This design comes from an exercise in tuning for small area on the open sky130 flow, not from production work.
The RTL was checked by simulation tests, not by an equivalence proof against the original design.
Power is estimated from default activity; no workload was simulated.

==> design/flow/config.mk <==
export PLATFORM = sky130hd
export DESIGN_NAME = i2c_master
export DESIGN_NICKNAME = i2c_master
export VERILOG_FILES = /design/flow/design.v
export SDC_FILE = /design/flow/constraint.sdc
export NUM_CORES = 4
export LEC_CHECK = 0
export CAP_MARGIN = 20
export CORE_MARGIN = 2
export CORE_UTILIZATION = 40
export SLEW_MARGIN = 20
==> design/flow/constraint.sdc <==
create_clock -name core_clock -period 40.0 [get_ports {clk}]
set_input_delay 8.0000 -clock core_clock [delete_from_list [all_inputs] [get_ports {clk}]]
set_output_delay 8.0000 -clock core_clock [all_outputs]
set_load 0.01 [all_outputs]
==> design/flow/design.v <==
`timescale 1ns / 1ps
module i2c_master
#(
parameter input_clk = 25_000_000,       
parameter bus_clk   = 400_000     
)(
input           clk         ,                 
input           reset_n     ,                 
input           ena         ,                 
input     [6:0] addr        ,     
input           rw          ,                         
input     [7:0] data_wr     ,           
output reg      busy        ,                      
output reg[7:0] data_rd     ,         
output reg      ack_error   ,      
input           sda_i       ,                 
input           scl_i       ,                 
output          sda_oe      ,                 
output          scl_oe                        
    );
reg data_clk                ;                       
reg data_clk_prev           ;                       
reg scl_clk                 ;                       
reg scl_ena                 ;                      
reg sda_int                 ;                       
reg sda_ena_n               ;                       
reg[7:0] addr_rw            ;                      
reg[7:0] data_tx            ;                        
reg[7:0] data_rx            ;                       
reg[3:0] bit_cnt            ;                       
reg stretch                 ;                        
reg [31:0] count;
 reg [3:0] state;   
localparam ready    = 4'b0000;
localparam start    = 4'b0001;    
localparam command  = 4'b0010;
localparam slv_ack1 = 4'b0011;
localparam wr       = 4'b0100;
localparam rd       = 4'b0101;
localparam slv_ack2 = 4'b0110;
localparam mstr_ack = 4'b0111;
localparam stop     = 4'b1000;
localparam divider = (input_clk/bus_clk)/4;
  wire scl = scl_i;
  wire sda = sda_i;
  assign scl_oe     = scl_ena & ~scl_clk;
  assign sda_oe     = (sda_ena_n == 1'b0);
  always @(posedge clk, negedge reset_n) begin
    if (~reset_n) begin     
      stretch <= 1'b0;
      count = 0;
    end else begin
      data_clk_prev <= data_clk;
      if (count == divider*4-1) begin   
        count = 0;
      end else if (stretch == 1'b0) begin   
        count = count + 1;
      end
      if(count >= 0 && count <= divider -1) begin 
        scl_clk <= 1'b0;
        data_clk <= 1'b0;
      end else if(count >= divider && count <= divider*2-1) begin
        scl_clk <= 1'b0;
        data_clk <= 1'b1;
      end else if(count >= divider*2 && count <= divider*3-1) begin
        scl_clk <= 1'b1;
        if(scl == 0) begin
          stretch <= 1'b1;
        end else begin
          stretch <= 1'b0;
        end
        data_clk <= 1'b1;
      end else begin  
        scl_clk <= 1'b1;
        data_clk <= 1'b0;
      end
    end
  end
  always @(posedge clk or negedge reset_n) begin
  if (~reset_n) begin                  
    state <= ready;                    
    busy <= 1'b0;                      
    scl_ena <= 1'b0;                   
    sda_int <= 1'b1;                   
    ack_error <= 1'b0;                 
    bit_cnt <= 3'b111;                 
    data_rd <= 8'b00000000;            
  end else begin
    if ((data_clk & !data_clk_prev)) begin   
      case (state)
        ready: begin                    
          if (ena) begin                
            busy <= 1'b1;               
            addr_rw <= {addr, rw};      
            data_tx <= data_wr;         
            state <= start;             
          end else begin                
            busy <= 1'b0;               
            state <= ready;             
          end
        end
        start: begin                    
          busy <= 1'b1;                 
          sda_int <= addr_rw[bit_cnt];  
          state <= command;             
        end
        command: begin                  
          if (bit_cnt == 3'b000) begin  
            sda_int <= 1'b1;            
            bit_cnt <= 3'b111;          
            state <= slv_ack1;          
          end else begin                
            bit_cnt <= bit_cnt - 1;     
            sda_int <= addr_rw[bit_cnt-1];  
            state <= command;           
          end
        end
        slv_ack1: begin                
          if (addr_rw[0] == 1'b0) begin  
            sda_int <= data_tx[bit_cnt];  
            state <= wr;                
          end else begin                
            sda_int <= 1'b1;            
            state <= rd;                
          end
        end
        wr: begin                      
          busy <= 1'b1;                
          if (bit_cnt == 3'b000) begin  
            sda_int <= 1'b1;            
            bit_cnt <= 3'b111;          
            state <= slv_ack2;          
          end else begin                
            bit_cnt <= bit_cnt - 1;     
            sda_int <= data_tx[bit_cnt-1];  
            state <= wr;                
          end
        end
        rd: begin                      
          busy <= 1'b1;                
          if (bit_cnt == 3'b000) begin  
            if (ena & (addr_rw == {addr, rw})) begin  
              sda_int <= 1'b0;          
            end else begin              
              sda_int <= 1'b1;          
            end
            bit_cnt <= 3'b111;          
            data_rd <= data_rx;         
            state <= mstr_ack;          
          end else begin                
            bit_cnt <= bit_cnt - 1;     
            state <= rd;                
          end
        end
        slv_ack2: begin                
          if (ena) begin                
            busy <= 1'b0;               
            addr_rw <= {addr, rw};      
            data_tx <= data_wr;         
            if (addr_rw == {addr, rw}) begin  
              sda_int <= data_wr[bit_cnt];  
              state <= wr;              
            end else begin              
              state <= start;           
            end
          end else begin                
            state <= stop;              
          end
        end
        mstr_ack: begin                
          if (ena) begin                
            busy <= 1'b0;               
            addr_rw <= {addr, rw};      
            data_tx <= data_wr;         
            if (addr_rw == {addr, rw}) begin  
              sda_int <= 1'b1;          
              state <= rd;              
            end else begin              
              state <= start;           
            end
          end else begin                
            state <= stop;              
          end
        end
        stop: begin                    
          busy <= 1'b0;                
          state <= ready;              
        end
      endcase
    end else if ((!data_clk & data_clk_prev)) begin   
      case (state)
        start: begin
          if (!scl_ena) begin                 
            scl_ena <= 1'b1;                  
            ack_error <= 1'b0;                
          end
        end
        slv_ack1: begin                       
          if ((sda != 1'b0) | ack_error) begin   
            ack_error <= 1'b1;                  
          end
        end
        rd: begin                             
          data_rx[bit_cnt] <= sda;            
        end
        slv_ack2: begin                       
          if ((sda != 1'b0) | ack_error) begin   
            ack_error <= 1'b1;                  
          end
        end
        stop: begin
          scl_ena <= 1'b0;                     
        end
      endcase
    end
  end
end
always @(*) begin
  case (state)
    start: sda_ena_n <= data_clk_prev;  
    stop: sda_ena_n <= ~data_clk_prev;  
    default: sda_ena_n <= sda_int;      
  endcase
end
endmodule
==> design/flow/run.sh <==
#!/bin/bash
# synth_recipe.tcl (not shown) runs the flow's synth.tcl, then flattens the netlist and writes it again
# the make line also repeats each setting of config.mk as NAME=value (left out here)
make -C /OpenROAD-flow-scripts/flow DESIGN_CONFIG=/design/flow/config.mk WORK_HOME=/design/flow/orfs CLKGATE_MAP_FILE= SYNTH_SCRIPT=/design/flow/synth_recipe.tcl finish
==> results.txt <==
- Multiplexer area fraction after synthesis: 9.22%
- Routed via count: 3830
- CTS Buf Count: 9
- Setup violators final: 0
- Cell row count: 40
- RSZ-0062 raised after global routing: false
- Clock Skews: roughly 0.0074 ns
- Clk pwr share: 47.8%
- CP bufs+invs: 1
- Top FF cell, synth: dfrtp_1
- Area Overhead vs Synth: 13.6%
- First DRT Iteration DRCs: 368
- Max clock buf depth: 2
- Count of final hold-check violations: 0
- Power Density: 30.5 nW/um^2
- IO buf count: 32
- Worst Path Class, Setup: reg -> out
- Area of the mapped netlist: 4910 sq um
- Sink Count: 80
- Fin crit share: 25.5%
- Multi-input logic area: 2570 sq um
- Cts repair resizes: 0
- Status: timing/DRC/antenna clean
- Gate power share: 2.4%
- Area of the core: about 12000 sq um
- Tot GR Track Use: 18.4%
- Post-synthesis compound-gate area fraction: 9.99%
- Synth unique cells: 62
- Die height: 115 um
- P_int: 135 uW
- Ys async rst share: 66.3%
- Root Driver: clkbuf_16
- Hold Path Class: reg -> reg
- Die Footprint: approximately 13000 sq um
- Crit path max-delay family: buffers and inverters
- Largest family of logic cells by synthesized area: simple AND/OR/NAND/NOR gates
- Synth Area in XOR/XNOR: 8.03%
- Worst Path Arrival: 2.20 ns
- Max cap viols: 0
- Starting density of the core: between 40 and 50%
- Slew margin rel.: 40.8%
- CP endpoint kind: output pin
- Psw: 35.7 uW
- Total I/O pin count: 33
- Most frequent cells in the layout: dfrtp_1, nand2_1, nor2_1, clkdlybuf4s50_1, edfxtp_1
- Antenna violations before repair: 0
- Final Critical Period: a little over 10 ns
- Lkg Pwr: 2.20 nW
- Final wirelength: 11200 um
- Fin util: 46.5%
- Global-route wire length before repair: 18800 um
- Final Wtd Congestion: about 0.9
- Max-slew violations: 0
- Yosys top cell area share: around 25%
- Setup Buffers After CTS: 0
- CTS clk-pin slew, worst paths: 0.06 ns
- Post-synthesis simple-gate area fraction: between 20% and 30%
- Layout fillers: 1126
- # hold bufs at CTS: 0
- Register Area: roughly 2100 sq um
- Sequential Power Share: 49.7%
- ANT nets after route: 0
- Largest net degree at the start of global routing: 59
- First-pass DRT Iterations: 5
- Clock latency on the worst-skew pair: 0.35 ns
- Final #Nets: 526
- Commonest non-fill, non-tap cell in the layout: dfrtp_1
- Worst EP required: 32.00 ns
- Wirelength per Cell: 17.1 um
- Crit path largest cell delay: 0.58 ns
- Switch share: 21.0%
- Largest cells by area after synthesis: dfrtp_1, edfxtp_1, mux4_2, xor2_1, xnor2_1
- Number of synthesized flops with an enable pin: 27
- CTS tree: yes
- Mapped Avg Cell Area: 10.1 sq um
- Cell taking the most area after synthesis: dfrtp_1
- Max stage delay cell, worst path: clkdlybuf4s50_1
- Dpl hpwl: just under 8000 um
- Yosys warns: 1
- Register bit total from synthesis: 80
- Max Freq: ~98 MHz
- Synth Area in Adders: around 1.3%
- Die X-Extent: 115 um
- DRC viols: 0
- Post-synthesis instance total: 486
- Crit path max fanout: 15
- Crit start category: flop
- DR vias/cell: between 5 and 6
- Setup TNS: 0 ns
- Sequential share of the synthesized area: ~44%
- Synth Net Count: 512
- Total number of H-tree levels: 3
- Critical-path cell list: or2_2 > nor3_1 > o21ai_0 > o221ai_1 > clkdlybuf4s50_1
- Worst-Margin Slew: between 0.8 and 0.9 ns
- Vias in the first global route: between 3000 and 4000
- Overflow left after global routing: 0
- Antenna cell count: 0
- Ratio of cells with drive above 1 in the final layout: between 10% and 20%
- Peak supply drop: 20.0 uV
[power groups by stage]
stage | registers, mW | logic (mW) | clock network (mW)
final | 0.0848 | 0.00417 | 0.0815
after global routing | 0.0847 | 0.00471 | 0.0873
after CTS | 0.0848 | 0.00433 | 0.0844
after detailed placement | 0.0864 | 0.00432 | 0
after global placement | 0.0864 | 0.00422 | 0
after floorplan | 0.0864 | 0.000520 | 0
[state kept, by name, summed over array words and instances (netlist names)]
name	flops
busy	1
data_tx	8
bit_cnt	4
stretch	1
count	32
state	4
scl_ena	1
data_clk	1
addr_rw	8
ack_error	1
data_clk_prev	1
scl_clk	1
data_rx	8
data_rd	8
sda_int	1
[per-layer routing]
metal | up-vias | track usage [%] | part of all wire [%]
li1 | 1852 | - | -
met5 | - | 0 | 0
met2 | 115 | 28.2 | 46
met3 | 15 | 5.38 | 6.3
met4 | 0 | 6.35 | 1.6
met1 | 1848 | 25.2 | 46
[path summary, 6_finish.rpt]
path	start	end	slack, ns	depth (start not counted)
worst max-delay path	state[1]$_DFFE_PN0P_	sda_oe	29.80	5
worst min-delay path	data_rd[4]$_DFFE_PN0P_	data_rd[4]$_DFFE_PN0P_	0.50	1
worst max register to register	count[2]$_DFF_PN0_	scl_clk$_SDFFCE_PP0P_	36.45	7
worst min register to register	data_rd[4]$_DFFE_PN0P_	data_rd[4]$_DFFE_PN0P_	0.50	1
max in group asynchronous	reset_n	count[1]$_DFF_PN0_	31.69	2
min in group asynchronous	reset_n	data_rd[0]$_DFFE_PN0P_	7.80	2
[Yosys cell counts, types with 3 or more instances]
library cell and count:
dfrtp_1 49, nand2_1 37, nor2_1 31, edfxtp_1 27, xor2_1 25, nor3_1 23
nand3_1 21, xnor2_1 20, clkbuf_1 19, a21oi_1 17, o21ai_0 14, or3_1 14
nand4_1 13, nor4_1 13, inv_1 12, mux2_2 12, mux4_2 11, a31oi_1 10
nor2b_1 10, and3_1 7, buf_2 7, mux2i_1 7, and4_1 6, ha_1 5
or2_2 5, or4_1 5, a22o_1 4, and2_1 4, dfstp_2 4, a211oi_1 3
buf_4 3, nand4b_1 3, o22ai_1 3, o31ai_1 3
[worst reg2reg max path, cell delays in order (launching register included)]
cell      delay, ns
dfrtp_1        0.57
nand4b_1       0.56
nor4_1         0.71
and4b_1        0.30
xor2_1         0.08
or3b_2         0.51
nor4_2         0.39
o21ai_0        0.16
[final cells by class]
class / count / share of cell area (%)
clock buffer: 10 / 4.10
clock inverter: 6 / 1.08
inverter: 14 / 0.942
multi-input combinational: 360 / 46.1
sequential: 80 / 38.4
tap: 147 / 3.30
timing repair buffer: 35 / 6.05
[cell families after synthesis]
kind of cell | count (synthesis)
AO/OA/AOI/OAI | 72
multiplexers | 30
buffers and inverters | 46
adder cells (fa/ha/maj) | 5
XOR/XNOR | 45
AND/OR/NAND/NOR | 208
flip-flops | 80
[stage by stage]
step	hold WS, ns	setup WS, ns	cell area (sq um)	power [mW]	std cells
2_1_floorplan	0.449	30.67	4910	0.0869	486
3_3_place_gp	0.483	29.97	5290	0.0906	636
3_5_place_dp	0.492	29.81	5290	0.0907	636
4_1_cts	0.505	29.79	5580	0.173	652
5_1_grt	0.520	29.64	5580	0.177	652
6_report	0.501	29.80	5580	0.170	652

## re-timing with driven ports
How much do the figures lean on ideal ports? The routed layout below was timed once more, with nothing changed but the port constraints. Step 1 assumes that a clkbuf_16 drives the clock port and a buf_2 every other input. Step 2 adds t to the input delays and takes it off the output delays; t is the mean of the earliest and latest rising clock arrival at the registers after step 1. Input paths then give back, and output paths get back, about the clock's delay inside the block. a / b / c = ideal / step 1 / step 2; a / b = the first two.
shift t [ns]: 0.391
slack for setup (ns): 29.803 / 29.763 / 29.814
hold slack, ns: 0.501 / 0.501 / 0.501
worst setup path after step 2: input to register
After both steps this run still meets setup and hold. For this run, drivers alone change the setup slack by -0.040 ns; drivers and shift together by +0.011 ns.
